Context: an optimization exercise on an open-source flow, tuned for small area and a short achievable clock period. The choices shown serve that exercise and are no tape-out recipe.
RTL that was checked went through simulation tests only; none was proved equivalent to the original.
No functional check of the RTL was part of run 1.
Power and IR drop assume default switching activity.

==> design.v <==
module L1_cache #(
    parameter CTID = 0)
    (
    input logic clock,
    input logic reset,
    input logic [31:0] PCF,                  
    input logic [31:0] addr_rst,             
    input logic [1:0] tid_fetch,             
    input logic [31:0] br_target,            
    input logic [1:0] tid_br,                
    input logic [31:0] l2addr,               
    input logic [1:0] l2_tid,                
    input logic [127:0] l2_line,             
    input logic l2_valid_rsp,                
    output logic br_req,                     
    output logic req_spec,                   
    output logic req_refill,                 
    output logic [31:0] instr                
    );
    logic         active;       
    logic [27:0]  tag;          
    logic [127:0] data;         
    logic         zeroed;       
    genvar gi;
    logic [3:0]   fill_w, fill_wn;
    logic [127:0] blk;          
    generate
        for (gi = 0; gi < 4; gi++) begin : g_fill
            L1_fdec #(.CTID(CTID)) u_fdec (.valid(l2_valid_rsp), .tid(l2_tid), .f(fill_w[gi]), .fn(fill_wn[gi]));
        end
        for (gi = 0; gi < 128; gi++) begin : g_blk
            L1_sel2 u_blk (.s(fill_w[gi/32]), .sn(fill_wn[gi/32]), .a(l2_line[gi]), .b(data[gi]), .y(blk[gi]));
        end
    endgenerate
    logic fill, fill_n, tload, thold;
    L1_fdec #(.CTID(CTID)) u_fdec_t (.valid(l2_valid_rsp), .tid(l2_tid), .f(fill), .fn(fill_n));
    assign tload = fill & ~reset;
    assign thold = fill_n & ~reset;
    logic [27:0] tag_d;
    generate
        for (gi = 0; gi < 28; gi++) begin : g_tag
            L1_sel2 u_tag (.s(tload), .sn(thold), .a(l2addr[gi+4]), .b(tag[gi]), .y(tag_d[gi]));
        end
    endgenerate
    logic [6:0] ne_p, ne_b;
    generate
        for (gi = 0; gi < 7; gi++) begin : g_cmp
            L1_ne4 u_nep (.a(PCF[4*gi+7 -: 4]), .t(tag[4*gi+3 -: 4]), .ne(ne_p[gi]));
            L1_ne4 u_neb (.a(br_target[4*gi+7 -: 4]), .t(tag[4*gi+3 -: 4]), .ne(ne_b[gi]));
        end
    endgenerate
    logic miss_p, ok;
    assign miss_p = |ne_p;
    assign ok     = fill | ~zeroed;             
    logic hn;
    assign hn = ~(active & ok & ~miss_p);
    logic [3:0] wsel;
    assign wsel[3] = (PCF[3:0] == 4'hc);
    assign wsel[2] = (PCF[3:0] == 4'h8);
    assign wsel[1] = (PCF[3:0] == 4'h4);
    assign wsel[0] = ~(wsel[3] | wsel[2] | wsel[1]);
    generate
        for (gi = 0; gi < 32; gi++) begin : g_out
            L1_word u_out (.s(wsel), .d({blk[96+gi], blk[64+gi], blk[32+gi], blk[gi]}), .hn(hn), .y(instr[gi]));
        end
    endgenerate
    assign req_spec   = active & ~miss_p & wsel[3];
    assign req_refill = active & miss_p;
    assign br_req     = ~active & (tid_br == CTID) & (|ne_b);
    always_ff @(posedge clock) begin
        active <= (tid_fetch == CTID);
        data   <= blk;
        tag    <= tag_d;
        zeroed <= reset | (zeroed & fill_n);
    end
endmodule
module L1_fdec #(parameter CTID = 0) (input logic valid, input logic [1:0] tid, output logic f, output logic fn);
    assign f  = valid & (tid == CTID);
    assign fn = ~f;
endmodule
module L1_sel2 (input logic s, input logic sn, input logic a, input logic b, output logic y);
    assign y = (s & a) | (sn & b);
endmodule
module L1_ne4 (input logic [3:0] a, input logic [3:0] t, output logic ne);
    assign ne = |(a ^ t);
endmodule
module L1_word (input logic [3:0] s, input logic [3:0] d, input logic hn, output logic y);
    assign y = ~hn & (|(s & d));
endmodule
==> flow/run.sh <==
#!/bin/bash
# Standard ORFS layout; the only change is that port buffers use the smallest buffer cell.
set -euo pipefail
export BUFFER_PORTS_ARGS="-buffer_cell sky130_fd_sc_hd__buf_1"
bash standard.sh > standard_flow.log 2>&1
==> standard.sh <==
#!/bin/bash
# synth_recipe.tcl (not shown) runs the flow's synth.tcl, then flattens the netlist and writes it again
# the make line also repeats each setting of config.mk as NAME=value (left out here)
make -C /OpenROAD-flow-scripts/flow DESIGN_CONFIG=/design/flow/config.mk WORK_HOME=/design/flow/orfs CLKGATE_MAP_FILE= SYNTH_SCRIPT=/design/flow/synth_recipe.tcl "${@:-finish}"
==> config.mk <==
export PLATFORM = sky130hd
export DESIGN_NAME = L1_cache
export DESIGN_NICKNAME = L1_cache
export VERILOG_FILES = /design/flow/design.v
export SDC_FILE = /design/flow/constraint.sdc
export NUM_CORES = 4
export LEC_CHECK = 0
export CAP_MARGIN = 20
export CORE_MARGIN = 2
export CORE_UTILIZATION = 40
export SETUP_SLACK_MARGIN = 2.0
export SLEW_MARGIN = 20
export SYNTH_HIERARCHICAL = 1
==> constraint.sdc <==
create_clock -name core_clock -period 6.0 [get_ports {clock}]
set_input_delay 1.2000 -clock core_clock [delete_from_list [all_inputs] [get_ports {clock}]]
set_output_delay 1.2000 -clock core_clock [all_outputs]
set_load 0.01 [all_outputs]
==> flow_summary.toml, run 1 <==
[run_status]
status = "finished clean"

[placed_design]
dpl_cell_area_mm2 = 0.007383
placed_cells = 966
gp_congestion = 0.8694
place_ws_ps = 1248
port_buffers = 259
dp_hpwl_um = 13720

[timing]
hold_viol = 0
slew_viol_final = 0
fin_crit_sh_pct = 66.34
fin_ws_ps = 2020
holdWs_ps = 452.2
tns_ps = 0
min_period_ps = 3980
slew_headroom_pct = 54.46
clock.fmax_mhz = 251.2
setup_viol = 0
clock_skew_ps = 0
worstMarginPinSlew_ps = 681.6
rsz0062_at_grt = "true"

[floorplan]
coreArea_mm2 = 0.01453
dieArea_mm2 = 0.01591
rows = 44
io_pins = 300
die_y_um = 126.1
die_x_um = 126.1
initial_utilization_pct = 41.06

[global_routing]
grt_max_degree = 34
antenna_found_initial = 1
grt_pass1_wl_um = 32200
grt_overflow = 0
grt_pass1_vias = 5981
grt.total_usage_pct = 25.86

[power]
power.leakage_nw = 3.272
p_sw_share_pct = 24.32
p_clk_share_pct = 39.3
pwr-share-comb_pct = 14.3
vdd_drop_max_mv = 0.1984
powerDensity_mw_per_mm2 = 318.9
power_switching_uw = 655.3
p_int_mw = 2.039
seqPwrFrac_pct = 46.3
power_mw = 2.694

[clock_tree]
cts_buffers = 17
clkSlewWorstSetupHoldPaths_ps = 60
insertion_delay_ps = 420
clock-sinks = 158
h-tree-depth = 4
cts_tree = "built"
cts_buffer_depth = 2
root_buffer = "clkbuf_16"

[drt]
ant_nets = 0
drtIter0Drc = 391
vias_per_cell = 5.713
route.detailed.drc = 0
wl_um = 21090
via_count = 5827
drtPass1Iterations = 4
wl_per_cell_um = 20.67

[setup_path]
crit_required_ps = 4800
cp-end-kind = "output pin"
crit_type = "input port to output pin"
critPathMaxFanout = 8
startpoint_type = "input port"
crit_arrival_ps = 2780
reg2regPathDepth = 1

[synth]
ys_seq_elements = 158
syn_inst = 508
avgSynthCellArea_um2 = 11.75
yosysSeqAreaShare_pct = 53.01
ys.warnings.count = 7
synth_nets = 773
netlist_area_mm2 = 0.005967
ys_types = 22

[finish]
antenna_cells = 0
finalInstanceArea_mm2 = 0.008448
most-common-layout-cells = "224 x buf_1, 158 x dfxtp_1, 156 x a22o_1, 60 x a22oi_1, 55 x xnor2_1"
multiInputGateArea_mm2 = 0.003113
fillers = 1314
seq_area_mm2 = 0.003163
fin_util_pct = 58.13
final_cell_count_no_fill = 1020
synthToLayoutAreaGrowth_pct = 41.58
final_common_cell = "buf_1"
drive_gt1_share_pct = 18.54
layout.nets = 1088

[worst_hold_path]
worstHoldPathCells = 1
hold_class = "flop to flop"

[run]
max_cap_viol_count = 0
synthesized netlist by cell type, drive strengths merged:
cell type	count	share of area (%)
a22oi	64	8.1
nor2b	2	0.21
o2111ai	1	0.15
a22o	156	23
a21boi	1	0.13
xnor2	56	8.2
nor3	2	0.17
nor3b	5	0.63
nand4	14	1.5
nor4	2	0.46
and4	1	0.15
dfxtp	158	53
a21o	1	0.13
o21ai	1	0.084
and4bb	1	0.21
nor4b	2	0.29
nor2	2	0.13
inv	1	0.063
a2111oi	1	0.15
a21oi	32	2.7
or3b	5	0.73
timing repair:
item,in CTS,in global routing
hold endpoints to repair,0,0
gates resized for setup,28,87
buffers inserted,19,0
pin swaps,11,4
cloned,2,1
endpoints found under the setup margin,33,32
hold buffers,0,0
cells by family after synthesis:
family / synth area share (%)
AO/OA/AOI/OAI: 34.26
AND/OR/NAND/NOR: 4.445
flip-flops: 53.01
buffers and inverters: 0.06285
XOR/XNOR: 8.220
flip-flops by register name, indices dropped and copies added (netlist names):
register and count:
active 1, data 128, tag 28, zeroed 1
Yosys stat by module (local to each module, per instance), excerpt:
module    cells  cell area [um^2]
L1_sel2       1             8.758
L1_word       3             20.02
L1_ne4        5             41.29
L1_cache    176              3301
worst max-delay path, stage by stage:
cell and delay, ps:
buf_6 100, xnor2_2 130, nand4_1 160, nor4_4 310, buf_6 150, buf_6 110, o2111ai_4 130, clkbuf_16 240
a21oi_2 100, buf_2 140
final cells by class:
| type | count | share of cell area, % |
|---|---|---|
| clock inverters | 11 | 1.363 |
| repair buffers | 294 | 16.01 |
| inverters | 1 | 0.04443 |
| well taps | 184 | 2.725 |
| multi-input cells | 351 | 36.85 |
| clock buffers | 21 | 5.569 |
| flip-flops and latches | 158 | 37.44 |
worst paths after layout:
check	end	slack (ps)	startpoint
max	instr[12]	2020	PCF[12]
min	zeroed	450	zeroed
max reg2reg	tag[12]	5350	tag[12]
min reg2reg	zeroed	450	zeroed
routing by layer:
layer  track usage, %  share of wire, %
met1            33.96                45
met2            41.37                46
met3            7.477               7.5
met4            7.886               1.4
met5                0             0.047
power groups by stage:
| stage | Combinational (mW) | Clock, mW | Sequential, mW |
|---|---|---|---|
| detailed placement | 0.356 | 0 | 1.27 |
| floorplan | 0.233 | 0 | 1.26 |
| finish | 0.387 | 1.06 | 1.25 |
| global route | 0.423 | 1.13 | 1.26 |
| CTS | 0.369 | 1.07 | 1.25 |
| global placement | 0.342 | 0 | 1.26 |
==> run 2, diff against run 1 <==
--- a/design.v
+++ b/design.v
@@ -24,2 +24,4 @@
     genvar gi;
+    logic         tid_ok;       
+    assign tid_ok = (l2_tid == CTID);
     logic [3:0]   fill_w, fill_wn;
@@ -28,3 +30,3 @@
         for (gi = 0; gi < 4; gi++) begin : g_fill
-            L1_fdec #(.CTID(CTID)) u_fdec (.valid(l2_valid_rsp), .tid(l2_tid), .f(fill_w[gi]), .fn(fill_wn[gi]));
+            L1_fdec u_fdec (.valid(l2_valid_rsp), .tid_ok(tid_ok), .f(fill_w[gi]), .fn(fill_wn[gi]));
         end
@@ -35,3 +37,3 @@
     logic fill, fill_n, tload, thold;
-    L1_fdec #(.CTID(CTID)) u_fdec_t (.valid(l2_valid_rsp), .tid(l2_tid), .f(fill), .fn(fill_n));
+    L1_fdec u_fdec_t (.valid(l2_valid_rsp), .tid_ok(tid_ok), .f(fill), .fn(fill_n));
     assign tload = fill & ~reset;
@@ -76,5 +78,5 @@
 endmodule
-module L1_fdec #(parameter CTID = 0) (input logic valid, input logic [1:0] tid, output logic f, output logic fn);
-    assign f  = valid & (tid == CTID);
-    assign fn = ~f;
+module L1_fdec (input logic valid, input logic tid_ok, output logic f, output logic fn);
+    assign f  = valid & tid_ok;
+    assign fn = ~(valid & tid_ok);
 endmodule
--- a/config.mk
+++ b/config.mk
@@ -10,3 +10,4 @@
 export CORE_UTILIZATION = 40
-export SETUP_SLACK_MARGIN = 2.0
+export CTS_BUF_LIST = sky130_fd_sc_hd__clkbuf_4 sky130_fd_sc_hd__clkbuf_8
+export SETUP_SLACK_MARGIN = 2.5
 export SLEW_MARGIN = 20
==> flow_summary.toml, run 2 <==
[run_status]
status = "finished clean"

[global_routing]
grt_pass1_vias = 6012
grt_overflow = 0
grt_max_degree = 34
grt.total_usage_pct = 27.08
grt_pass1_wl_um = 33150
antenna_found_initial = 0

[synth]
synth-edff-count = 0
netlist_area_mm2 = 0.005939
syn_inst = 509
synth_mux_area_share_pct = 0
synth_compound_gate_area_share_pct = 34.42
yosysSeqAreaShare_pct = 53.25
yosys.area_share.simple_pct = 4.003
ys_types = 22
synth_top_area_share_pct = 53.25
avgSynthCellArea_um2 = 11.67
async_flop_share_pct = 0
synth_flop_cell = "dfxtp_1"
ys_top_cells_by_count = "158 x dfxtp_1, 156 x a22o_1, 64 x a22oi_1, 56 x xnor2_1, 32 x a21oi_1"
ys_seq_elements = 158
synth_fa_ha_area_share_pct = 0
ys.warnings.count = 7
synth_top_cell_by_area = "dfxtp_1"
yosys.area_share.xor_xnor_pct = 8.258
synthTopCellsByArea = "dfxtp_1 53%, a22o_1 23%, xnor2_1 8.3%"
synth_top_family_by_area = "compound AO/OA/AOI/OAI gates"
synth.most_common_cell = "dfxtp_1"
synth_nets = 774

[finish]
most-common-layout-cells = "232 x buf_1, 158 x dfxtp_1, 156 x a22o_1, 64 x a22oi_1, 55 x xnor2_1"
seq_area_mm2 = 0.003163
final_common_cell = "buf_1"
largest_register_ffs = 128
drive_gt1_share_pct = 13.08
synthToLayoutAreaGrowth_pct = 34.93
layout.nets = 1072
fillers = 1349
multiInputGateArea_mm2 = 0.003089
largestRegisters = "data x128, tag x28"
antenna_cells = 0
regMostFlops = "data"

[timing]
rsz0062_at_grt = "true"
slew_viol_final = 0
setup_viol = 0
worstMarginPinSlew_ps = 694.0
tns_ps = 0
holdWs_ps = 467.3
slew_headroom_pct = 53.63
hold_viol = 0
min_period_ps = 4030
clock_skew_ps = 0
fin_crit_sh_pct = 67.17
clock.fmax_mhz = 248.1

[clock_tree]
clock-sinks = 158
h-tree-depth = 4
cts_tree = "built"
cts_hold_buf = 0
root_buffer = "clkbuf_8"
cts_buffer_depth = 2
insertion_delay_ps = 440
clkSlewWorstSetupHoldPaths_ps = 80
cts_buffers = 17

[setup_path]
slowest_delay_ps = 300
rrSetupSlack_ps = 5330
critPathMaxFanout = 18
crit_slowest_cell = "nor4_4"
worstReg2RegEnd = "tag[24]"
crit_chain = "buf_1 -> xnor2_1 -> nand4_1 -> nor4_4 -> buf_4 -> o2111ai_4 -> buf_16 -> a21oi_1 -> buf_2"
crit_required_ps = 4800
crit_type = "input port to output pin"
startpoint_type = "input port"
reg2reg_from = "tag[24]"
cp-end-kind = "output pin"
crit_arrival_ps = 2830
reg2regPathDepth = 1

[drt]
route.detailed.drc = 0
drtPass1Iterations = 5
via_count = 5786
wl_um = 21560
drtIter0Drc = 392
wl_per_cell_um = 21.52
ant_nets = 0
vias_per_cell = 5.774

[power]
powerDensity_mw_per_mm2 = 301.8
power_mw = 2.419
power.leakage_nw = 3.068
vdd_drop_max_mv = 0.1348

[floorplan]
dieArea_mm2 = 0.01584
rows = 44
initial_utilization_pct = 40.87
die_y_um = 125.9
die_x_um = 125.9
io_pins = 300
coreArea_mm2 = 0.01453

[placed_design]
dp_hpwl_um = 13050
gp_congestion = 0.8274
port_buffers = 259

[worst_hold_path]
hold_class = "flop to flop"
hp-start = "zeroed"
worstHoldPathCells = 1
hold_end = "zeroed"

[run]
max_cap_viol_count = 0
==> run 2: changes by cell type after synthesis <==
| cell | delta |
|---|---|
| and2_1 | +5 |
| nor2_1 | +1 |
| or3b_1 | -5 |
| nor3b_1 | -5 |
| nand2_1 | +5 |
==> run 2: cell type report <==
type,count,area share [%]
inverters,1,0.04684
repair buffers,269,14.13
multi-input cells,360,38.55
well taps,184,2.873
clock buffers,24,3.888
clock inverters,6,1.046
flip-flops and latches,158,39.47
==> run 2: report_power, final <==
| group | leakage [nW] | internal [mW] | switching [mW] |
|---|---|---|---|
| registers | 1.32 | 1.20 | 0.0470 |
| clock network | 0.209 | 0.422 | 0.371 |
| logic | 1.54 | 0.192 | 0.188 |
==> run 2: how the worst max path moves through the flow <==
stage / to / startpoint / cells past startpoint
2_1_floorplan: instr[16] / PCF[2] / 3
3_3_place_gp: instr[16] / PCF[12] / 7
3_5_place_dp: instr[18] / PCF[12] / 8
4_1_cts: instr[18] / PCF[31] / 9
5_1_grt: instr[16] / PCF[20] / 9
6_report: instr[30] / PCF[30] / 9
==> run 2: cell families (layout without fill, tap and decap cells) <==
logic type | count (synthesis) | after routing
AO/OA/AOI/OAI | 257 | 257
XOR/XNOR | 56 | 56
flip-flops | 158 | 158
buffers and inverters | 1 | 300
AND/OR/NAND/NOR | 37 | 47
==> run 2: worst max-delay path: cells and delay by family <==
kind	cells	cell delay, ps
buf+inv	4	680
simple gates	2	460
compound gates	2	340
xor+xnor	1	130
==> run 2: layer usage <==
metal / wire length, um / share of wire (%) / global-route usage [%]
met3: 2064 / 9.6 / 8.369
met5: 0 / 0 / 0
met4: 401 / 1.9 / 8.339
met2: 10020 / 46 / 44.01
met1: 9079 / 42 / 34.69
==> run 2: stage by stage <==
step                instance area, um^2  cells  setup slack [ps]  utilization (%)
finish                             8014   1002              1970            55.14
global route                       8014   1002              1924            55.14
CTS                                7935   1001              1985            54.60
detailed placement                 7297    956              1556            50.21
global placement                   7269    955              1373            50.02
floorplan                          6040    509              2208                -
==> run 2: what timing repair did <==
| item | CTS | global route |
|---|---|---|
| buffers inserted | 5 | 1 |
| gates resized for setup | 38 | 17 |
| gates cloned | 10 | 0 |
| pin swaps | 7 | 6 |
| endpoints found under the setup margin | 35 | 35 |
| hold endpoints to repair | 0 | 0 |
==> run 2: per-module statistics from Yosys (local to each module, per instance) <==
| module | cells | copies in the design |
|---|---|---|
| L1_cache | 177 | 1 |
| L1_sel2 | 1 | 156 |
| L1_word | 3 | 32 |
| L1_ne4 | 5 | 14 |
| L1_fdec | 2 | 5 |
==> run 3, diff against run 2 <==
--- a/config.mk
+++ b/config.mk
@@ -11,3 +11,3 @@
 export CTS_BUF_LIST = sky130_fd_sc_hd__clkbuf_4 sky130_fd_sc_hd__clkbuf_8
-export SETUP_SLACK_MARGIN = 2.5
+export SETUP_SLACK_MARGIN = 4.0
 export SLEW_MARGIN = 20
==> flow_summary.toml, run 3 <==
[synth]
async_flop_share_pct = 0
synth_top_family_by_area = "compound AO/OA/AOI/OAI gates"
ys.warnings.count = 7
syn_inst = 509
synth_top_area_share_pct = 53.25
yosysSeqAreaShare_pct = 53.25
yosys.area_share.simple_pct = 4.003
synth_nets = 774
yosys.area_share.xor_xnor_pct = 8.258
synth_fa_ha_area_share_pct = 0
synth_top_cell_by_area = "dfxtp_1"
synth.most_common_cell = "dfxtp_1"
ys_seq_elements = 158
synthTopCellsByArea = "dfxtp_1 53%, a22o_1 23%, xnor2_1 8.3%"
synth-edff-count = 0
ys_top_cells_by_count = "158 x dfxtp_1, 156 x a22o_1, 64 x a22oi_1, 56 x xnor2_1, 32 x a21oi_1"
avgSynthCellArea_um2 = 11.67
netlist_area_mm2 = 0.005939
ys_types = 22
synth_mux_area_share_pct = 0
synth_flop_cell = "dfxtp_1"
synth_compound_gate_area_share_pct = 34.42

[clock_tree]
root_buffer = "clkbuf_8"
insertion_delay_ps = 440
clock-sinks = 158
clkSlewWorstSetupHoldPaths_ps = 80
h-tree-depth = 4
cts_tree = "built"
cts_buffers = 17
cts_buffer_depth = 2

[timing]
min_period_ps = 3976
hold_viol = 0
slew_viol_final = 0
fin_crit_sh_pct = 66.27
clock.fmax_mhz = 251.5
clock_skew_ps = 0
setup_viol = 0
tns_ps = 0
slew_headroom_pct = 63.97
rsz0062_at_grt = "true"
worstMarginPinSlew_ps = 540.4

[power]
powerDensity_mw_per_mm2 = 305.1
power.leakage_nw = 3.114
p_int_mw = 1.844
p_clk_share_pct = 34.3
pwr-share-comb_pct = 15.7
power_switching_uw = 647.2
power_mw = 2.492
vdd_drop_max_mv = 0.1430
seqPwrFrac_pct = 50.0
p_sw_share_pct = 25.98

[placed_design]
gp_congestion = 0.8315
dp_hpwl_um = 13470
port_buffers = 259
dpl_cell_area_mm2 = 0.007350
placed_cells = 956

[setup_path]
worstReg2RegEnd = "tag[21]"
cp-end-kind = "output pin"
reg2regPathDepth = 1
rrSetupSlack_ps = 5340
crit_start = "PCF[26]"
crit_arrival_ps = 2780
crit_type = "input port to output pin"
crit_required_ps = 4800
startpoint_type = "input port"
crit_end = "instr[4]"
critPathMaxFanout = 32
reg2reg_from = "tag[21]"

[finish]
synthToLayoutAreaGrowth_pct = 37.52
final_common_cell = "buf_1"
largestRegisters = "data x128, tag x28"
fin_util_pct = 56.20
finalInstanceArea_mm2 = 0.008168
regMostFlops = "data"
most-common-layout-cells = "236 x buf_1, 158 x dfxtp_1, 156 x a22o_1, 64 x a22oi_1, 52 x xnor2_1"
final_cell_count_no_fill = 1008
antenna_cells = 0
largest_register_ffs = 128
layout.nets = 1076
drive_gt1_share_pct = 13.71
fillers = 1312

[floorplan]
initial_utilization_pct = 40.87
die_y_um = 125.9
coreArea_mm2 = 0.01453
rows = 44
io_pins = 300
die_x_um = 125.9
dieArea_mm2 = 0.01584

[worst_hold_path]
hold_class = "flop to flop"

[drt]
wl_um = 21990
vias_per_cell = 5.879
via_count = 5926
drtPass1Iterations = 5
ant_nets = 0
route.detailed.drc = 0
wl_per_cell_um = 21.82
drtIter0Drc = 543

[global_routing]
grt_pass1_wl_um = 33370
grt_overflow = 0
grt.total_usage_pct = 27.08
antenna_found_initial = 0
grt_pass1_vias = 6105
grt_max_degree = 33

[run_status]
status = "finished clean"

[run]
max_cap_viol_count = 0
[run 3: cell counts after synthesis]
Identical to the previous run, type by type.
[run 3: kinds of logic after synthesis]
logic type,count (synthesis)
buffers and inverters,1
DFF,158
and+or+nand+nor,37
xor gates and xnor gates,56
AOI/OAI and AO/OA,257
[run 3: what timing repair did]
item                                   4_1_cts  5_1_grt
hold buffers                                 0        0
endpoints found under the hold margin        0        0
setup endpoints to repair                  191       52
cloned                                       8        1
buffers inserted                             7        4
gates resized for setup                     34       18
pin swaps                                   10        4
[run 3: per-module statistics from Yosys (local to each module, per instance)]
module    flip-flops and latches  cells  area (um^2)
L1_cache                     158    177         3304
L1_fdec                        0      2        10.01
L1_ne4                         0      5        41.29
L1_word                        0      3        20.02
L1_sel2                        0      1        8.758
[run 3: routing by layer]
metal / GRT usage, % / part of all wire [%] / vias to the layer above
li1: - / - / 2685
met1: 35.05 / 43 / 2911
met2: 44.10 / 47 / 301
met3: 7.604 / 8.4 / 29
met4: 8.468 / 1.6 / 0
met5: 0 / 0 / -
[run 3: worst max-delay path, cell delays in order]
cell and delay (ps):
buf_1 110, xnor2_1 120, nand4_1 190, nor4_4 390
o2111ai_4 180, buf_12 210, a21oi_1 190, clkbuf_2 160
[run 3: area by class of cell]
type                            count  area [um^2]  area share [%]
Inverter                            1        3.754         0.04596
Tap cell                          184        230.2           2.819
Multi-Input combinational cell    358         3112           38.10
Timing Repair Buffer              275         1226           15.01
Sequential cell                   158         3163           38.73
Clock inverter                     11        156.4           1.915
Clock buffer                       21        276.5           3.385
[run 3: how the worst min path moves through the flow]
| stage | slack, ps | start | depth (start not counted) | end |
|---|---|---|---|---|
| 5_1_grt | 480 | zeroed | 1 | zeroed |
| 3_3_place_gp | 440 | zeroed | 1 | zeroed |
| 3_5_place_dp | 450 | data[0] | 1 | data[0] |
| 2_1_floorplan | 430 | zeroed | 1 | zeroed |
| 6_report | 470 | zeroed | 1 | zeroed |
| 4_1_cts | 480 | data[0] | 1 | data[0] |
[run 3: power by group through the flow]
stage / clock network [mW] / logic, mW / registers (mW)
floorplan: 0 / 0.238 / 1.26
global placement: 0 / 0.343 / 1.26
detailed placement: 0 / 0.357 / 1.27
CTS: 0.865 / 0.379 / 1.25
global route: 0.908 / 0.424 / 1.26
finish: 0.856 / 0.390 / 1.25
[run 3: per-stage QoR]
stage	setup slack, ps	hold WS (ps)
CTS	2013	476.7
finish	2024	465.3
detailed placement	1548	452.3
global route	1891	481.9
global placement	1634	435.6
floorplan	2208	425.9
==> run 4, diff against run 3 <==
--- a/config.mk
+++ b/config.mk
@@ -11,3 +11,3 @@
 export CTS_BUF_LIST = sky130_fd_sc_hd__clkbuf_4 sky130_fd_sc_hd__clkbuf_8
-export SETUP_SLACK_MARGIN = 4.0
+export SETUP_SLACK_MARGIN = 3.0
 export SLEW_MARGIN = 20
==> flow_summary.toml, run 4 <==
[finish]
most-common-layout-cells = "231 x buf_1, 158 x dfxtp_1, 156 x a22o_1, 64 x a22oi_1, 52 x xnor2_1"
antenna_cells = 0
synthToLayoutAreaGrowth_pct = 33.64
largest_register_ffs = 128
largestRegisters = "data x128, tag x28"
regMostFlops = "data"
final_common_cell = "buf_1"
drive_gt1_share_pct = 12.58
fillers = 1368
layout.nets = 1066

[synth]
ys.warnings.count = 7
avgSynthCellArea_um2 = 11.67
synth.most_common_cell = "dfxtp_1"
yosysSeqAreaShare_pct = 53.25
synth_flop_cell = "dfxtp_1"
ys_seq_elements = 158
ys_types = 22
synth_top_cell_by_area = "dfxtp_1"
netlist_area_mm2 = 0.005939
ys_top_cells_by_count = "158 x dfxtp_1, 156 x a22o_1, 64 x a22oi_1, 56 x xnor2_1, 32 x a21oi_1"
async_flop_share_pct = 0
synth_nets = 774
syn_inst = 509
synth_top_area_share_pct = 53.25
synthTopCellsByArea = "dfxtp_1 53%, a22o_1 23%, xnor2_1 8.3%"
synth-edff-count = 0

[drt]
drtIter0Drc = 342
route.detailed.drc = 0
wl_per_cell_um = 21.03
vias_per_cell = 5.757
wl_um = 20920
via_count = 5728
ant_nets = 0
drtPass1Iterations = 5

[power]
powerDensity_mw_per_mm2 = 298.9
vdd_drop_max_mv = 0.1600
power.leakage_nw = 3.043

[floorplan]
rows = 44
coreArea_mm2 = 0.01453
die_y_um = 125.9
dieArea_mm2 = 0.01584
initial_utilization_pct = 40.87
io_pins = 300
die_x_um = 125.9

[timing]
slew_headroom_pct = 53.58
setup_viol = 0
slew_viol_final = 0
hold_viol = 0
clock.fmax_mhz = 249.3
tns_ps = 0
fin_crit_sh_pct = 66.87
clock_skew_ps = 0
holdWs_ps = 465.7
min_period_ps = 4012
rsz0062_at_grt = "true"
worstMarginPinSlew_ps = 694.9

[clock_tree]
clock-sinks = 158
h-tree-depth = 4
clkSlewWorstSetupHoldPaths_ps = 80
cts_tree = "built"
insertion_delay_ps = 440
cts_hold_buf = 0
cts_buffers = 17
cts_buffer_depth = 2
root_buffer = "clkbuf_8"

[global_routing]
grt_pass1_wl_um = 32170
grtUsageMet1_pct = 33.92
busiest_layer = "met2"
grt_max_degree = 34
grt_pass1_vias = 5793
antenna_found_initial = 0
grtUsageMet3_pct = 7.901
grt_overflow = 0
grt.total_usage_pct = 26.11
met2_usage_pct = 43.15

[placed_design]
port_buffers = 259
dp_hpwl_um = 13210
gp_congestion = 0.8439

[setup_path]
cp-end-kind = "output pin"
crit_type = "input port to output pin"
startpoint_type = "input port"
crit_arrival_ps = 2810
critPathMaxFanout = 21
crit_required_ps = 4800

[run_status]
status = "finished clean"

[worst_hold_path]
hold_class = "flop to flop"

[run]
max_cap_viol_count = 0
[run 4: cell types whose count changed in the layout (fill, tap and decap cells not counted), sizes merged]
cell / before / now
inv: 3 / 1
and4bb: 2 / 1
clkbuf: 31 / 35
nor2b: 4 / 2
clkinv: 3 / 4
bufinv: 3 / 2
clkinvlp: 3 / 1
buf: 265 / 255
[run 4: per-module statistics from Yosys (local to each module, per instance)]
| module | cells | times used | cell area, um^2 |
|---|---|---|---|
| L1_cache | 177 | 1 | 3304 |
| L1_fdec | 2 | 5 | 10.01 |
| L1_ne4 | 5 | 14 | 41.29 |
| L1_sel2 | 1 | 156 | 8.758 |
| L1_word | 3 | 32 | 20.02 |
[run 4: metal layers]
layer / vias to the layer above / wire length (um)
met5: - / 0
met4: 0 / 262
met3: 18 / 1741
met2: 298 / 9967
met1: 2754 / 8952
li1: 2658 / -
[run 4: cells by family (layout without fill, tap and decap cells)]
family / after synthesis / count (layout) / share of synthesized area [%]
simple gates: 37 / 42 / 4.003
flops: 158 / 158 / 53.25
buf+inv: 1 / 298 / 0.06314
xor+xnor: 56 / 56 / 8.258
compound gates: 257 / 257 / 34.42
[run 4: cell type report]
cell class	instances	area, um^2	share of cell area (%)
flip-flops and latches	158	3163	39.85
multi-input cells	355	3045	38.37
repair buffers	268	1126	14.19
clock buffers	22	277.8	3.499
well taps	184	230.2	2.900
clock inverters	7	91.34	1.151
inverters	1	3.754	0.04729
[run 4: metrics by stage]
step	area [um^2]	utilization, %	total power [mW]	worst slack [ps]	instances
after floorplan	6082	-	1.492	2208	509
after global placement	7310	50.29	1.605	1419	955
after detailed placement	7337	50.48	1.622	1586	956
after CTS	7908	54.41	2.388	2023	995
after global routing	7938	54.61	2.493	1901	995
final	7938	54.61	2.373	1988	995
[run 4: repair_timing]
item | in CTS | in global routing
gates resized for setup | 33 | 14
gates cloned | 5 | 0
hold endpoints to repair | 0 | 0
endpoints found under the setup margin | 35 | 35
pin swaps | 8 | 3
setup buffers | 5 | 0
[run 4: critical path, cell delays in order]
cell       delay (ps)
buf_1             150
xnor2_2           130
nand4_1           150
nor4_4            380
o2111ai_4         220
buf_16            220
a21oi_1           180
buf_2             160
[run 4: worst paths after layout]
kind | start | end | slack (ps) | cells after the start
hold reg to reg | zeroed | zeroed | 470 | 1
setup reg to reg | tag[10] | tag[10] | 5340 | 1
hold / removal | zeroed | zeroed | 470 | 1
setup / recovery | PCF[12] | instr[30] | 1990 | 8
[run 4: power breakdown]
| group | total, mW | leakage (nW) | switching, mW | internal (mW) |
|---|---|---|---|---|
| logic | 0.376 | 1.53 | 0.185 | 0.191 |
| clock network | 0.753 | 0.192 | 0.362 | 0.390 |
| registers | 1.24 | 1.32 | 0.0460 | 1.20 |
==> run 5, diff against run 4 <==
--- a/config.mk
+++ b/config.mk
@@ -9,3 +9,3 @@
 export CORE_MARGIN = 2
-export CORE_UTILIZATION = 40
+export CORE_UTILIZATION = 30
 export CTS_BUF_LIST = sky130_fd_sc_hd__clkbuf_4 sky130_fd_sc_hd__clkbuf_8
==> flow_summary.toml, run 5 <==
[worst_hold_path]
hold_class = "flop to flop"
worstHoldPathCells = 1

[floorplan]
initial_utilization_pct = 30.52
dieArea_mm2 = 0.02094
rows = 51
io_pins = 300
die_x_um = 144.7
coreArea_mm2 = 0.01946
die_y_um = 144.7

[drt]
wl_um = 22390
route.detailed.drc = 0
via_count = 5626
vias_per_cell = 5.176
ant_nets = 0
drtPass1Iterations = 5
drtIter0Drc = 230
wl_per_cell_um = 20.60

[finish]
most-common-layout-cells = "215 x buf_1, 158 x dfxtp_1, 156 x a22o_1, 64 x a22oi_1, 50 x xnor2_1"
layout.nets = 1074
antenna_cells = 0
fin_util_pct = 43.21
largest_register_ffs = 128
regMostFlops = "data"
final_common_cell = "buf_1"
synthToLayoutAreaGrowth_pct = 41.61
drive_gt1_share_pct = 18.98
largestRegisters = "data x128, tag x28"
final_cell_count_no_fill = 1087

[synth]
yosysSeqAreaShare_pct = 53.25
syn_inst = 509
ys_types = 22
async_flop_share_pct = 0
synth_top_area_share_pct = 53.25
ys_top_cells_by_count = "158 x dfxtp_1, 156 x a22o_1, 64 x a22oi_1, 56 x xnor2_1, 32 x a21oi_1"
synth_top_cell_by_area = "dfxtp_1"
synthTopCellsByArea = "dfxtp_1 53%, a22o_1 23%, xnor2_1 8.3%"
netlist_area_mm2 = 0.005939
synth-edff-count = 0
ys.warnings.count = 7
synth.most_common_cell = "dfxtp_1"
avgSynthCellArea_um2 = 11.67
ys_seq_elements = 158
synth_flop_cell = "dfxtp_1"
synth_nets = 774

[clock_tree]
insertion_delay_ps = 440
clkSlewWorstSetupHoldPaths_ps = 100
h-tree-depth = 4
cts_buffers = 17
cts_tree = "built"
cts_buffer_depth = 2
clock-sinks = 158
cts_hold_buf = 0
root_buffer = "clkbuf_8"

[setup_path]
crit_required_ps = 4800
reg2regPathDepth = 1
crit_arrival_ps = 2850
critPathMaxFanout = 5
cp-end-kind = "output pin"
startpoint_type = "input port"
crit_type = "input port to output pin"

[timing]
worstMarginPinSlew_ps = 692.8
setup_viol = 0
clock_skew_ps = 0
tns_ps = 0
rsz0062_at_grt = "true"
fin_crit_sh_pct = 67.47
hold_viol = 0
fin_ws_ps = 1952
slew_headroom_pct = 53.72
clock.fmax_mhz = 247.0
slew_viol_final = 0
min_period_ps = 4048

[global_routing]
grt.total_usage_pct = 20.51
grt_pass1_vias = 5646
grt_max_degree = 33
grt_pass1_wl_um = 31880
grt_overflow = 0
antenna_found_initial = 0

[placed_design]
gp_congestion = 0.8058
port_buffers = 259
place_ws_ps = 1367
dp_hpwl_um = 13330
placed_cells = 1037

[power]
power_mw = 2.436
power.leakage_nw = 3.205
vdd_drop_max_mv = 0.1500
powerDensity_mw_per_mm2 = 289.6

[run]
max_cap_viol_count = 0

[run_status]
status = "finished clean"
==> run 5: cell type report <==
cell class	count	area, um^2
well taps	265	331.6
flip-flops and latches	158	3163
inverters	1	3.754
fillers	1928	11050
multi-input cells	355	3203
repair buffers	276	1311
clock buffers	18	247.7
clock inverters	14	150.1
==> run 5: worst max-delay path, stage by stage <==
cell       delay, ps
buf_6            100
xnor2_2          130
nand4_1          180
nor4_4           420
o2111ai_4        190
buf_12           190
clkbuf_16        160
a21oi_2          110
buf_2            150
==> run 5: path summary, 6_finish.rpt <==
check | start | endpoint | slack [ps]
worst min-delay path | data[14] | data[14] | 470
worst max-delay path | PCF[14] | instr[11] | 1950
worst max register to register | tag[10] | tag[10] | 5310
worst min register to register | data[14] | data[14] | 470
==> run 5: report_power, final <==
group,switching (mW),internal (mW)
Sequential,0.0457,1.20
Combinational,0.195,0.194
Clock,0.448,0.355
Total,0.688,1.75
==> run 5: modules after synthesis, one instance, submodules excluded <==
module    cells inside  times used  cell area (um^2)
L1_word              3          32             20.02
L1_fdec              2           5             10.01
L1_sel2              1         156             8.758
L1_cache           177           1              3304
L1_ne4               5          14             41.29
==> run 5: metal layers <==
metal | part of all wire [%] | wire length (um) | up-vias | track usage [%]
met2 | 46 | 10260 | 287 | 34.00
met4 | 1.1 | 243 | 0 | 5.416
met3 | 10 | 2270 | 17 | 6.384
li1 | - | - | 2683 | -
met5 | 0 | 0 | - | 0
met1 | 43 | 9616 | 2639 | 25.92
==> run 5: timing repair <==
item,in CTS,in global routing
cloned,5,3
endpoints found under the setup margin,35,35
setup buffers,8,2
pin swaps,11,8
resized for setup,32,110
==> run 5: metrics by stage <==
step,hold slack (ps),instance area [um^2]
2_1_floorplan,425.9,6082
3_3_place_gp,446.8,7418
3_5_place_dp,452.4,7428
6_report,473.4,8411
4_1_cts,477.1,8056
5_1_grt,489.5,8411
==> run 5: logic make-up (layout without fill, tap and decap cells) <==
logic type                after synthesis  count (layout)  share of synthesized area (%)
AOI/OAI and AO/OA                     257             257                          34.42
xor gates and xnor gates               56              56                          8.258
buffers and inverters                   1             309                        0.06314
DFF                                   158             158                          53.25
and+or+nand+nor                        37              42                          4.003
==> run 6, diff against run 5 <==
==> flow/run.sh (replaced) <==
#!/bin/bash
# Standard ORFS layout with two changes: port buffers use the smallest buffer
# cell, and power recovery downsizes cells off the critical paths after repair.
set -euo pipefail
export BUFFER_PORTS_ARGS="-buffer_cell sky130_fd_sc_hd__buf_1"
export RECOVER_POWER=100
bash standard.sh > standard_flow.log 2>&1
--- a/config.mk
+++ b/config.mk
@@ -9,3 +9,3 @@
 export CORE_MARGIN = 2
-export CORE_UTILIZATION = 30
+export CORE_UTILIZATION = 40
 export CTS_BUF_LIST = sky130_fd_sc_hd__clkbuf_4 sky130_fd_sc_hd__clkbuf_8
==> flow_summary.toml, run 6 <==
[synth]
yosysSeqAreaShare_pct = 53.25
ys_top_cells_by_count = "158 x dfxtp_1, 156 x a22o_1, 64 x a22oi_1, 56 x xnor2_1, 32 x a21oi_1"
synth.most_common_cell = "dfxtp_1"
netlist_area_mm2 = 0.005939
ys.warnings.count = 7
synthTopCellsByArea = "dfxtp_1 53%, a22o_1 23%, xnor2_1 8.3%"
synth_flop_cell = "dfxtp_1"
async_flop_share_pct = 0
synth_top_cell_by_area = "dfxtp_1"
synth-edff-count = 0
synth_nets = 774
ys_seq_elements = 158
ys_types = 22
avgSynthCellArea_um2 = 11.67
synth_top_area_share_pct = 53.25
syn_inst = 509

[global_routing]
grt_pass1_vias = 5793
antenna_found_initial = 0
grt.total_usage_pct = 26.11
grt_pass1_wl_um = 32170
grt_overflow = 0
grt_max_degree = 34

[setup_path]
critPathMaxFanout = 16
crit_type = "input port to output pin"
cp-end-kind = "output pin"
crit_required_ps = 4800
crit_chain = "clkbuf_1 -> nor2_1 -> buf_12 -> clkbuf_1 -> and2_0 -> a22o_1 -> a22oi_1 -> a21oi_1 -> clkbuf_1"
cp_common_cell = "clkbuf_1"
startpoint_type = "input port"
crit_slowest_cell = "and2_0"
crit_arrival_ps = 3710
slowest_delay_ps = 1060

[floorplan]
coreArea_mm2 = 0.01453
die_y_um = 125.9
dieArea_mm2 = 0.01584
rows = 44
io_pins = 300
initial_utilization_pct = 40.87
die_x_um = 125.9

[power]
powerDensity_mw_per_mm2 = 303.4
vdd_drop_max_mv = 0.1598
power.leakage_nw = 2.895

[timing]
slew_headroom_pct = -37.33
rsz0062_at_grt = "true"
clock_skew_ps = 0
slew_viol_final = 29
worstMarginPinSlew_ps = 2056
hold_viol = 0
min_period_ps = 4910
fin_crit_sh_pct = 81.83
setup_viol = 0
clock.fmax_mhz = 203.7
tns_ps = 0

[drt]
vias_per_cell = 5.715
drtIter0Drc = 353
wl_um = 21000
wl_per_cell_um = 21.11
via_count = 5686
ant_nets = 0
drtPass1Iterations = 5
route.detailed.drc = 0

[finish]
drive_gt1_share_pct = 8.015
synthToLayoutAreaGrowth_pct = 31.35
most-common-layout-cells = "231 x buf_1, 158 x dfxtp_1, 156 x a22o_1, 64 x a22oi_1, 52 x xnor2_1"
antenna_cells = 0
final_common_cell = "buf_1"
largest_register_ffs = 128
layout.nets = 1066
regMostFlops = "data"
fin_util_pct = 53.68
largestRegisters = "data x128, tag x28"

[clock_tree]
insertion_delay_ps = 440
cts_tree = "built"
root_buffer = "clkbuf_8"
h-tree-depth = 4
clock-sinks = 158
clkSlewWorstSetupHoldPaths_ps = 80
cts_buffers = 17
cts_buffer_depth = 2

[placed_design]
gp_congestion = 0.8439
dp_hpwl_um = 13210
port_buffers = 259

[run_status]
status = "failed layout checks"
violations = "max-capacitance violations, max-slew violations"

[run]
max_cap_viol_count = 1

[worst_hold_path]
hold_class = "flop to flop"
==> run 6: kinds of logic after synthesis <==
group / count (synthesis) / synth area share (%)
buffers and inverters: 1 / 0.06314
DFF: 158 / 53.25
and+or+nand+nor: 37 / 4.003
xor gates and xnor gates: 56 / 8.258
AOI/OAI and AO/OA: 257 / 34.42
==> run 6: per-layer routing <==
metal	part of all wire [%]	global-route usage, %	routed length (um)	vias up
met5	0	0	0	-
met4	1.2	5.753	257	0
met3	8.5	7.901	1783	17
met2	47	43.15	9969	289
met1	43	33.92	8991	2723
li1	-	-	-	2657
==> run 6: worst max-delay path, delay by kind of cell <==
| family | cells | cell delay, ps |
|---|---|---|
| AO/OA/AOI/OAI | 3 | 580 |
| buffers and inverters | 4 | 650 |
| AND/OR/NAND/NOR | 2 | 1260 |
==> run 6: where the power goes <==
part	internal [mW]	leakage (nW)	switching (mW)	total, mW
clock network	0.391	0.192	0.363	0.754
logic	0.188	1.38	0.180	0.368
registers	1.20	1.32	0.0463	1.24
==> run 6: what timing repair did <==
action | 4_1_cts | 5_1_grt
buffers inserted | 5 | 0
hold buffers | 0 | 0
resized for setup | 33 | 14
gates cloned | 5 | 0
setup endpoints to repair | 35 | 35
pin swaps | 8 | 3
==> run 6: cell type report <==
class                      count  area (um^2)
fill                        1391         6733
sequential                   158         3163
multi-input combinational    355         2943
timing repair buffer         268         1092
clock buffer                  22        277.8
tap                          184        230.2
clock inverter                 7        91.34
inverter                       1        3.754
==> run 6: modules after synthesis, one instance, submodules excluded <==
module    area [um^2]  times used  flops+latches  cells
L1_fdec         10.01           5              0      2
L1_ne4          41.29          14              0      5
L1_sel2         8.758         156              0      1
L1_word         20.02          32              0      3
L1_cache         3304           1            158    177
==> run 6: final timing paths <==
path                            startpoint         to  slack [ps]  depth (start not counted)
worst max-delay path             l2_tid[0]  instr[19]        1090                          9
worst min-delay path                zeroed     zeroed         460                          1
worst max register to register     tag[10]    tag[10]        5340                          1
worst min register to register      zeroed     zeroed         460                          1
==> run 6: through the flow <==
stage          power (mW)  instance area [um^2]  cells  hold WS [ps]  setup slack (ps)
3_3_place_gp        1.605                  7310    955         435.4              1419
6_report            2.367                  7801    995         464.2              1090
5_1_grt             2.487                  7801    995         485.7             980.7
3_5_place_dp        1.622                  7337    956         450.4              1586
4_1_cts             2.388                  7908    995         469.6              2023
2_1_floorplan       1.492                  6082    509         425.9              2208
==> run 7, diff against run 6 <==
==> flow/run.sh (replaced) <==
#!/bin/bash
# Standard ORFS layout with two changes: port buffers use the smallest buffer
# cell, and timing repair only resizes and swaps pins (no buffering or cloning).
set -euo pipefail
export BUFFER_PORTS_ARGS="-buffer_cell sky130_fd_sc_hd__buf_1"
export SETUP_MOVE_SEQUENCE="sizeup,swap"
bash standard.sh > standard_flow.log 2>&1
==> flow_summary.toml, run 7 <==
[global_routing]
grt_overflow = 0
grt_max_degree = 34
antenna_found_initial = 0
grt_pass1_wl_um = 31060
grt_pass1_vias = 5754
grt.total_usage_pct = 24.93

[clock_tree]
cts_buffer_depth = 2
h-tree-depth = 4
cts_buffers = 17
root_buffer = "clkbuf_8"
insertion_delay_ps = 440
cts_hold_buf = 0
clkSlewWorstSetupHoldPaths_ps = 80
clock-sinks = 158
cts_tree = "built"

[timing]
rsz0062_at_grt = "true"
min_period_ps = 4212
slew_viol_final = 0
slew_headroom_pct = 54.18
clock_skew_ps = 0
hold_viol = 0
clock.fmax_mhz = 237.4
tns_ps = 0
worstMarginPinSlew_ps = 685.8
setup_viol = 0
fin_crit_sh_pct = 70.20

[placed_design]
port_buffers = 259
dp_hpwl_um = 13210
placed_cells = 956
dpl_cell_area_mm2 = 0.007337
gp_congestion = 0.8439

[power]
power.leakage_nw = 3.063
vdd_drop_max_mv = 0.1585
powerDensity_mw_per_mm2 = 298.9
power_mw = 2.364

[synth]
yosys.area_share.simple_pct = 4.003
synth_top_cell_by_area = "dfxtp_1"
netlist_area_mm2 = 0.005939
yosysSeqAreaShare_pct = 53.25
synth_mux_area_share_pct = 0
ys.warnings.count = 7
async_flop_share_pct = 0
synth_top_area_share_pct = 53.25
synth_top_family_by_area = "compound AO/OA/AOI/OAI gates"
synth_fa_ha_area_share_pct = 0
synth_flop_cell = "dfxtp_1"
ys_seq_elements = 158
synth_nets = 774
avgSynthCellArea_um2 = 11.67
syn_inst = 509
synth-edff-count = 0
ys_types = 22
synth.most_common_cell = "dfxtp_1"
yosys.area_share.xor_xnor_pct = 8.258
synthTopCellsByArea = "dfxtp_1 53%, a22o_1 23%, xnor2_1 8.3%"
synth_compound_gate_area_share_pct = 34.42
ys_top_cells_by_count = "158 x dfxtp_1, 156 x a22o_1, 64 x a22oi_1, 56 x xnor2_1, 32 x a21oi_1"

[finish]
most-common-layout-cells = "220 x buf_1, 158 x dfxtp_1, 156 x a22o_1, 62 x a22oi_1, 52 x xnor2_1"
layout.nets = 1056
antenna_cells = 0
final_cell_count_no_fill = 985
synthToLayoutAreaGrowth_pct = 33.12
finalInstanceArea_mm2 = 0.007906
regMostFlops = "data"
fillers = 1372
final_common_cell = "buf_1"
largest_register_ffs = 128
drive_gt1_share_pct = 14.36
seq_area_mm2 = 0.003163
largestRegisters = "data x128, tag x28"
multiInputGateArea_mm2 = 0.003035

[floorplan]
io_pins = 300
die_x_um = 125.9
initial_utilization_pct = 40.87
rows = 44
dieArea_mm2 = 0.01584
die_y_um = 125.9
coreArea_mm2 = 0.01453

[setup_path]
crit_type = "input port to output pin"
crit_chain = "buf_1 -> xnor2_1 -> nand4_1 -> nor4_4 -> o2111ai_4 -> clkbuf_16 -> a21oi_1 -> buf_2"
slowest_delay_ps = 360
startpoint_type = "input port"
cp-end-kind = "output pin"
reg2reg_from = "tag[9]"
crit_arrival_ps = 3010
crit_slowest_cell = "nor4_4"
crit_required_ps = 4800
critPathMaxFanout = 21
crit_start = "PCF[26]"

[drt]
via_count = 5631
wl_per_cell_um = 20.26
drtPass1Iterations = 5
ant_nets = 0
met2_length_um = 9514
wl_um = 19960
route.detailed.drc = 0
wl_met1_um = 8698
drtIter0Drc = 369
vias_per_cell = 5.717
top_layer = "met4"
dr_wl_met3_um = 1571

[run]
max_cap_viol_count = 0

[worst_hold_path]
hp-start = "zeroed"
hold_class = "flop to flop"

[run_status]
status = "finished clean"
## run 7: worst max-delay path: cells and delay by family
| kind | cells | cell delay (ps) |
|---|---|---|
| buf+inv | 3 | 570 |
| compound gates | 2 | 490 |
| xor+xnor | 1 | 150 |
| simple gates | 2 | 580 |
## run 7: logic make-up after synthesis
group,Yosys count
xor gates and xnor gates,56
DFF,158
and+or+nand+nor,37
buffers and inverters,1
AOI/OAI and AO/OA,257
## run 7: metal layers
metal | track usage (%) | up-vias
met2 | 41.34 | 256
li1 | - | 2628
met3 | 7.986 | 11
met1 | 32.08 | 2736
met4 | 5.236 | 0
met5 | 0 | -
## run 7: worst paths after layout
check	endpoint	cells after the start	slack, ps
hold reg to reg	zeroed	1	470
hold / removal	zeroed	1	470
setup reg to reg	tag[9]	1	5350
setup / recovery	instr[28]	8	1790
## run 7: area by class of cell
type	instances	area share [%]
timing repair buffer	263	13.97
multi-input combinational	350	38.39
clock buffer	22	3.513
sequential	158	40.01
tap	184	2.912
clock inverter	7	1.155
inverter	1	0.04748
## run 7: where the power goes
group	total, mW	switching (mW)	internal (mW)
sequential	1.24	0.0455	1.20
clock	0.750	0.360	0.390
combinational	0.369	0.181	0.188
total	2.36	0.587	1.78
## run 7: Yosys stat by module (local to each module, per instance)
module    area, um^2  flip-flops and latches  copies in the design  cells
L1_fdec        10.01                       0                     5      2
L1_cache        3304                     158                     1    177
L1_word        20.02                       0                    32      3
L1_ne4         41.29                       0                    14      5
L1_sel2        8.758                       0                   156      1
## run 7: metrics by stage
step	setup WS (ps)	util [%]	hold slack, ps
floorplan	2208	-	425.9
global placement	1419	50.29	435.4
detailed placement	1586	50.48	450.4
CTS	1798	54.11	469.6
global route	1658	54.40	485.0
finish	1788	54.40	466.9
## run 7: repair_timing
item | 4_1_cts | 5_1_grt
pin swaps | 19 | 14
gates resized for setup | 61 | 12
setup buffers | 0 | 0
endpoints found under the setup margin | 35 | 35
==> run 8, diff against run 7 <==
--- a/design.v
+++ b/design.v
@@ -56,4 +56,16 @@
     assign ok     = fill | ~zeroed;             
-    logic hn;
-    assign hn = ~(active & ok & ~miss_p);
+    localparam integer NH = 4;
+    logic       ao_n;
+    logic [3:0] pe;
+    logic [NH-1:0] hn;
+    assign ao_n = ~(active & ok);
+    L1_nor2 u_pe0 (.a(ne_p[0]), .b(ne_p[1]), .y(pe[0]));
+    L1_nor2 u_pe1 (.a(ne_p[2]), .b(ne_p[3]), .y(pe[1]));
+    L1_nor2 u_pe2 (.a(ne_p[4]), .b(ne_p[5]), .y(pe[2]));
+    L1_nor2 u_pe3 (.a(ne_p[6]), .b(ao_n),    .y(pe[3]));
+    generate
+        for (gi = 0; gi < NH; gi++) begin : g_hit
+            L1_nand4 u_hn (.a(pe), .y(hn[gi]));
+        end
+    endgenerate
     logic [3:0] wsel;
@@ -65,3 +77,3 @@
         for (gi = 0; gi < 32; gi++) begin : g_out
-            L1_word u_out (.s(wsel), .d({blk[96+gi], blk[64+gi], blk[32+gi], blk[gi]}), .hn(hn), .y(instr[gi]));
+            L1_word u_out (.s(wsel), .d({blk[96+gi], blk[64+gi], blk[32+gi], blk[gi]}), .hn(hn[gi/(32/NH)]), .y(instr[gi]));
         end
@@ -91 +103,7 @@
 endmodule
+module L1_nor2 (input logic a, input logic b, output logic y);
+    assign y = ~(a | b);
+endmodule
+module L1_nand4 (input logic [3:0] a, output logic y);
+    assign y = ~(&a);
+endmodule
==> flow/run.sh (replaced) <==
#!/bin/bash
# Standard ORFS layout; the only change is that port buffers use the smallest buffer cell.
set -euo pipefail
export BUFFER_PORTS_ARGS="-buffer_cell sky130_fd_sc_hd__buf_1"
bash standard.sh > standard_flow.log 2>&1
==> flow_summary.toml, run 8 <==
[setup_path]
crit_chain = "buf_6 -> nor2_4 -> buf_12 -> buf_12 -> nand2_8 -> a22o_1 -> a22oi_2 -> a21oi_4 -> buf_2"
cp_common_cell = "buf_12"
crit_type = "input port to output pin"
critPathMaxFanout = 8
crit_arrival_ps = 2610
slowest_delay_ps = 250
crit_required_ps = 4800
crit_slowest_cell = "a22o_1"
cp-end-kind = "output pin"
startpoint_type = "input port"
crit_start = "l2_tid[0]"
reg2reg_from = "data[22]"

[global_routing]
antenna_found_initial = 0
grt_max_degree = 33
grt_pass1_vias = 6148
grt_pass1_wl_um = 34310
grt.total_usage_pct = 28.32
grt_overflow = 0

[run_status]
status = "finished clean"

[drt]
vias_per_cell = 5.783
drtIter0Drc = 438
wl_per_cell_um = 22.51
drtPass1Iterations = 5
route.detailed.drc = 0
ant_nets = 0
via_count = 5933
wl_um = 23090

[synth]
ys.warnings.count = 7
ys_types = 20
synth_top_cell_by_area = "dfxtp_1"
synth_flop_cell = "dfxtp_1"
synth_nets = 782
async_flop_share_pct = 0
synth.most_common_cell = "dfxtp_1"
syn_inst = 517
yosysSeqAreaShare_pct = 53.05
synth-edff-count = 0
ys_seq_elements = 158
netlist_area_mm2 = 0.005962
avgSynthCellArea_um2 = 11.53
synth_top_area_share_pct = 53.05
ys_top_cells_by_count = "158 x dfxtp_1, 156 x a22o_1, 64 x a22oi_1, 56 x xnor2_1, 32 x a21oi_1"
synthTopCellsByArea = "dfxtp_1 53%, a22o_1 23%, xnor2_1 8.2%"

[floorplan]
rows = 44
die_y_um = 126.1
die_x_um = 126.1
initial_utilization_pct = 41.02
io_pins = 300
dieArea_mm2 = 0.01590
coreArea_mm2 = 0.01453

[finish]
regMostFlops = "data"
final_cell_count_no_fill = 1026
layout.nets = 1093
final_common_cell = "buf_1"
largest_register_ffs = 128
synthToLayoutAreaGrowth_pct = 43.92
most-common-layout-cells = "213 x buf_1, 158 x dfxtp_1, 156 x a22o_1, 52 x xnor2_1"
fin_util_pct = 59.04
largestRegisters = "data x128, tag x28"
drive_gt1_share_pct = 23.78

[clock_tree]
cts_tree = "built"
clkSlewWorstSetupHoldPaths_ps = 80
clock-sinks = 158
cts_buffer_depth = 2
h-tree-depth = 4
root_buffer = "clkbuf_8"
cts_hold_buf = 0
cts_buffers = 17
insertion_delay_ps = 450

[placed_design]
gp_congestion = 0.8631
placed_cells = 963
port_buffers = 259
dp_hpwl_um = 13170

[timing]
min_period_ps = 3806
hold_viol = 0
setup_viol = 0
worstMarginPinSlew_ps = 718.9
fin_crit_sh_pct = 63.44
tns_ps = 0
rsz0062_at_grt = "true"
slew_viol_final = 0
slew_headroom_pct = 51.97
clock_skew_ps = 0
clock.fmax_mhz = 262.7

[power]
power.leakage_nw = 3.237
power_mw = 2.477
vdd_drop_max_mv = 0.2175
powerDensity_mw_per_mm2 = 288.7

[worst_hold_path]
hp-start = "zeroed"
hold_class = "flop to flop"

[run]
max_cap_viol_count = 0
run 8: cell count changes after synthesis, sizes merged:
cell,change
o2111ai,-1
nand4,+4
o21ai,+1
nor2,+4
run 8: final timing paths:
kind              endpoint  slack, ps  cells after the start
setup reg to reg  data[22]       5240                      2
hold reg to reg     zeroed        460                      1
setup / recovery  instr[9]       2190                      9
hold / removal      zeroed        460                      1
run 8: through the flow:
| stage | worst slack, ps | hold slack, ps | area (um^2) |
|---|---|---|---|
| 2_1_floorplan | 2245 | 425.9 | 6183 |
| 3_3_place_gp | 1626 | 437.1 | 7413 |
| 3_5_place_dp | 1608 | 444.0 | 7413 |
| 4_1_cts | 2213 | 462.4 | 8453 |
| 5_1_grt | 2123 | 486.2 | 8578 |
| 6_report | 2194 | 462.4 | 8581 |
run 8: what timing repair did:
action	4_1_cts	5_1_grt
setup buffers	14	2
gates resized for setup	99	31
pin swaps	30	10
gates cloned	14	0
endpoints found under the setup margin	35	35
run 8: area by class of cell:
class                   count  area [um^2]
fillers                  1307         5953
well taps                 184        230.2
multi-input cells         372         3462
clock inverters             4        50.05
diodes                      1        2.502
flip-flops and latches    158         3163
clock buffers              28        354.1
inverters                   1        3.754
repair buffers            278         1315
run 8: critical path: cells and delay by family:
family | cells | cell delay [ps]
and+or+nand+nor | 2 | 260
buffers and inverters | 4 | 580
AOI/OAI and AO/OA | 3 | 550
run 8: cells by family (layout without fill, tap and decap cells):
logic type / Yosys count / in the layout / share of synthesized area, %
compound gates: 257 / 257 / 34.25
flops: 158 / 158 / 53.05
xor+xnor: 56 / 56 / 8.227
other cells: 0 / 1 / 0
buf+inv: 1 / 311 / 0.06290
simple gates: 45 / 59 / 4.407
run 8: modules after synthesis, one instance, submodules excluded:
module	flip-flops and latches	cells	area, um^2
L1_sel2	0	1	8.758
L1_ne4	0	5	41.29
L1_cache	158	177	3287
L1_nand4	0	1	6.256
L1_word	0	3	20.02
L1_nor2	0	1	3.754
L1_fdec	0	2	10.01
run 8: layer usage:
layer | global-route usage, % | part of all wire, % | routed length (um)
met1 | 34.31 | 41 | 9464
met5 | 0 | 0 | 0
met4 | 9.114 | 2.8 | 643
met3 | 9.048 | 7.6 | 1752
met2 | 47.85 | 49 | 11230
run 8: report_power, final:
group          internal (mW)  total (mW)  switching, mW
combinational          0.220       0.438          0.217
sequential              1.20        1.25         0.0481
clock                  0.418       0.793          0.375
==> run 9, diff against run 8 <==
--- a/config.mk
+++ b/config.mk
@@ -11,3 +11,3 @@
 export CTS_BUF_LIST = sky130_fd_sc_hd__clkbuf_4 sky130_fd_sc_hd__clkbuf_8
-export SETUP_SLACK_MARGIN = 3.0
+export SETUP_SLACK_MARGIN = 2.2
 export SLEW_MARGIN = 20
==> flow_summary.toml, run 9 <==
[run_status]
status = "finished clean"

[synth]
synth-edff-count = 0
synthTopCellsByArea = "dfxtp_1 53%, a22o_1 23%, xnor2_1 8.2%"
syn_inst = 517
synth_top_area_share_pct = 53.05
netlist_area_mm2 = 0.005962
async_flop_share_pct = 0
avgSynthCellArea_um2 = 11.53
synth.most_common_cell = "dfxtp_1"
ys_types = 20
yosysSeqAreaShare_pct = 53.05
ys_top_cells_by_count = "158 x dfxtp_1, 156 x a22o_1, 64 x a22oi_1, 56 x xnor2_1, 32 x a21oi_1"
synth_top_cell_by_area = "dfxtp_1"
synth_nets = 782
ys_seq_elements = 158
synth_flop_cell = "dfxtp_1"
ys.warnings.count = 7

[power]
p_sw_share_pct = 25.01
power.leakage_nw = 3.300
p_int_mw = 1.967
vdd_drop_max_mv = 0.1861
seqPwrFrac_pct = 47.5
p_clk_share_pct = 36.6
powerDensity_mw_per_mm2 = 306.9
power_switching_uw = 656.0
pwr-share-comb_pct = 15.9
power_mw = 2.623

[clock_tree]
insertion_delay_ps = 450
h-tree-depth = 4
cts_buffers = 17
cts_buffer_depth = 2
clkSlewWorstSetupHoldPaths_ps = 90
cts_hold_buf = 0
cts_tree = "built"
clock-sinks = 158
root_buffer = "clkbuf_8"

[setup_path]
reg2regPathDepth = 2
slowest_delay_ps = 290
crit_slowest_cell = "a22o_1"
cp_common_cell = "buf_12"
worstReg2RegEnd = "data[80]"
rrSetupSlack_ps = 5260
crit_arrival_ps = 2600
crit_chain = "buf_12 -> nor2_4 -> buf_12 -> nand2_4 -> a22o_1 -> a22oi_1 -> a21oi_2 -> buf_2"
crit_required_ps = 4800
startpoint_type = "input port"
cp.buffers_inverters = 3
crit_type = "input port to output pin"
critPathMaxFanout = 16
cp-end-kind = "output pin"
cp_top_family = "compound AO/OA/AOI/OAI gates"
reg2reg_from = "data[80]"

[timing]
setup_viol = 0
tns_ps = 0
holdWs_ps = 474.3
slew_headroom_pct = 52.84
slew_viol_final = 0
fin_crit_sh_pct = 63.32
min_period_ps = 3799
rsz0062_at_grt = "true"
clock.fmax_mhz = 263.2
clock_skew_ps = 0
hold_viol = 0
fin_ws_ps = 2201
worstMarginPinSlew_ps = 706.0

[finish]
seq_area_mm2 = 0.003163
antenna_cells = 0
final_cell_count_no_fill = 1040
synthToLayoutAreaGrowth_pct = 43.36
regMostFlops = "data"
fin_util_pct = 58.81
drive_gt1_share_pct = 17.87
most-common-layout-cells = "227 x buf_1, 158 x dfxtp_1, 155 x a22o_1, 58 x a22oi_1, 53 x xnor2_1"
fillers = 1294
largestRegisters = "data x128, tag x28"
layout.nets = 1108
largest_register_ffs = 128
multiInputGateArea_mm2 = 0.003153
final_common_cell = "buf_1"
finalInstanceArea_mm2 = 0.008547

[floorplan]
rows = 44
initial_utilization_pct = 41.02
die_x_um = 126.1
die_y_um = 126.1
coreArea_mm2 = 0.01453
io_pins = 300
dieArea_mm2 = 0.01590

[global_routing]
grt_pass1_vias = 6164
busiest_layer = "met2"
antenna_found_initial = 0
grtUsageMet3_pct = 7.732
grt_pass1_wl_um = 33910
grt_max_degree = 33
grt.total_usage_pct = 27.71
grtUsageMet1_pct = 35.56
met2_usage_pct = 45.22
grt_overflow = 0

[placed_design]
gp_congestion = 0.8493
dp_hpwl_um = 13700
dpl_cell_area_mm2 = 0.007261
port_buffers = 259
place_ws_ps = 1453
placed_cells = 964

[drt]
ant_nets = 0
wl_per_cell_um = 21.94
wl_um = 22820
via_count = 5974
vias_per_cell = 5.744
drtIter0Drc = 389
drtPass1Iterations = 6
route.detailed.drc = 0

[worst_hold_path]
hold_end = "data[21]"
hold_class = "flop to flop"
worstHoldPathCells = 1
hp-start = "data[21]"

[run]
max_cap_viol_count = 0
==> run 9: what timing repair did <==
action                                  CTS  global route
pin swaps                                15            32
setup buffers                            25             7
gates resized for setup                  40            88
endpoints found under the setup margin   33            32
gates cloned                              8             4
==> run 9: kinds of logic after synthesis <==
group | after synthesis | synth area share (%)
AOI/OAI and AO/OA | 257 | 34.25
xor gates and xnor gates | 56 | 8.227
buffers and inverters | 1 | 0.06290
DFF | 158 | 53.05
and+or+nand+nor | 45 | 4.407
==> run 9: metal layers <==
layer | up-vias | wire length (um)
li1 | 2764 | -
met1 | 2872 | 9681
met2 | 301 | 10650
met3 | 37 | 1865
met4 | 0 | 620
met5 | - | 0
==> run 9: final cells by class <==
type | instances | area share, %
clock buffer | 18 | 2.899
clock inverter | 14 | 2.796
inverter | 1 | 0.04392
multi-input combinational | 370 | 36.89
sequential | 158 | 37.01
tap | 184 | 2.694
timing repair buffer | 295 | 17.67
==> run 9: worst max-delay path by stage <==
stage	from	endpoint	slack, ps	cells past startpoint
2_1_floorplan	PCF[1]	instr[0]	2200	3
3_3_place_gp	l2_tid[1]	instr[15]	1540	8
3_5_place_dp	l2_tid[1]	instr[15]	1450	8
4_1_cts	PCF[1]	instr[15]	2150	7
5_1_grt	l2_tid[1]	instr[10]	2120	8
6_report	l2_tid[1]	instr[10]	2200	8
==> run 9: power groups by stage <==
stage	logic (mW)	clock network [mW]	registers (mW)
4_1_cts	0.387	0.976	1.24
2_1_floorplan	0.233	0	1.26
6_report	0.418	0.960	1.24
5_1_grt	0.454	1.02	1.26
3_5_place_dp	0.351	0	1.27
3_3_place_gp	0.338	0	1.26
==> run 9: modules after synthesis (local to each module, per instance) <==
module | cells | times used
L1_nand4 | 1 | 4
L1_word | 3 | 32
L1_fdec | 2 | 5
L1_sel2 | 1 | 156
L1_nor2 | 1 | 4
L1_ne4 | 5 | 14
L1_cache | 177 | 1

static timing again, ports no longer ideal:
The flow's constraints put no driver on any port. The routed layouts listed below were extracted and timed again, unchanged, in two steps. Step 1: set_driving_cell puts a clkbuf_16 on clock and a buf_2 on each other input, an assumption about the parent block. Step 2, shift: input delay + t, output delay - t, t = (earliest + latest rising clock arrival at the registers) / 2. This alone moves slack from input paths to output paths. a / b / c = ideal ports / drivers / drivers and shift; a / b = the first two.
run | t (ns) | slack for setup (ns) | latest minus earliest clock arrival (ns) | cell pins on the clock port's net
run 1 | 0.462 | 2.020 / 1.985 / 1.985 | 0.008 / 0.008 | 1
run 2 | 0.475 | 1.970 / 1.948 / 1.948 | 0.014 / 0.014 | 1
run 3 | 0.479 | 2.024 / 1.999 / 1.999 | 0.013 / 0.014 | 1
run 4 | 0.474 | 1.988 / 1.966 / 1.966 | 0.009 / 0.009 | 1
run 5 | 0.482 | 1.952 / 1.912 / 1.912 | 0.023 / 0.023 | 1
run 6 | 0.473 | 1.090 / 1.070 / 1.070 | 0.009 / 0.009 | 1
run 7 | 0.473 | 1.788 / 1.763 / 1.763 | 0.010 / 0.010 | 1
run 8 | 0.488 | 2.194 / 2.156 / 2.156 | 0.008 / 0.008 | 1
run 9 | 0.485 | 2.201 / 2.155 / 2.155 | 0.012 / 0.011 | 1
The setup slack of run 9, which loses most, moves by -0.046 ns with the drivers and by -0.046 ns with both steps.
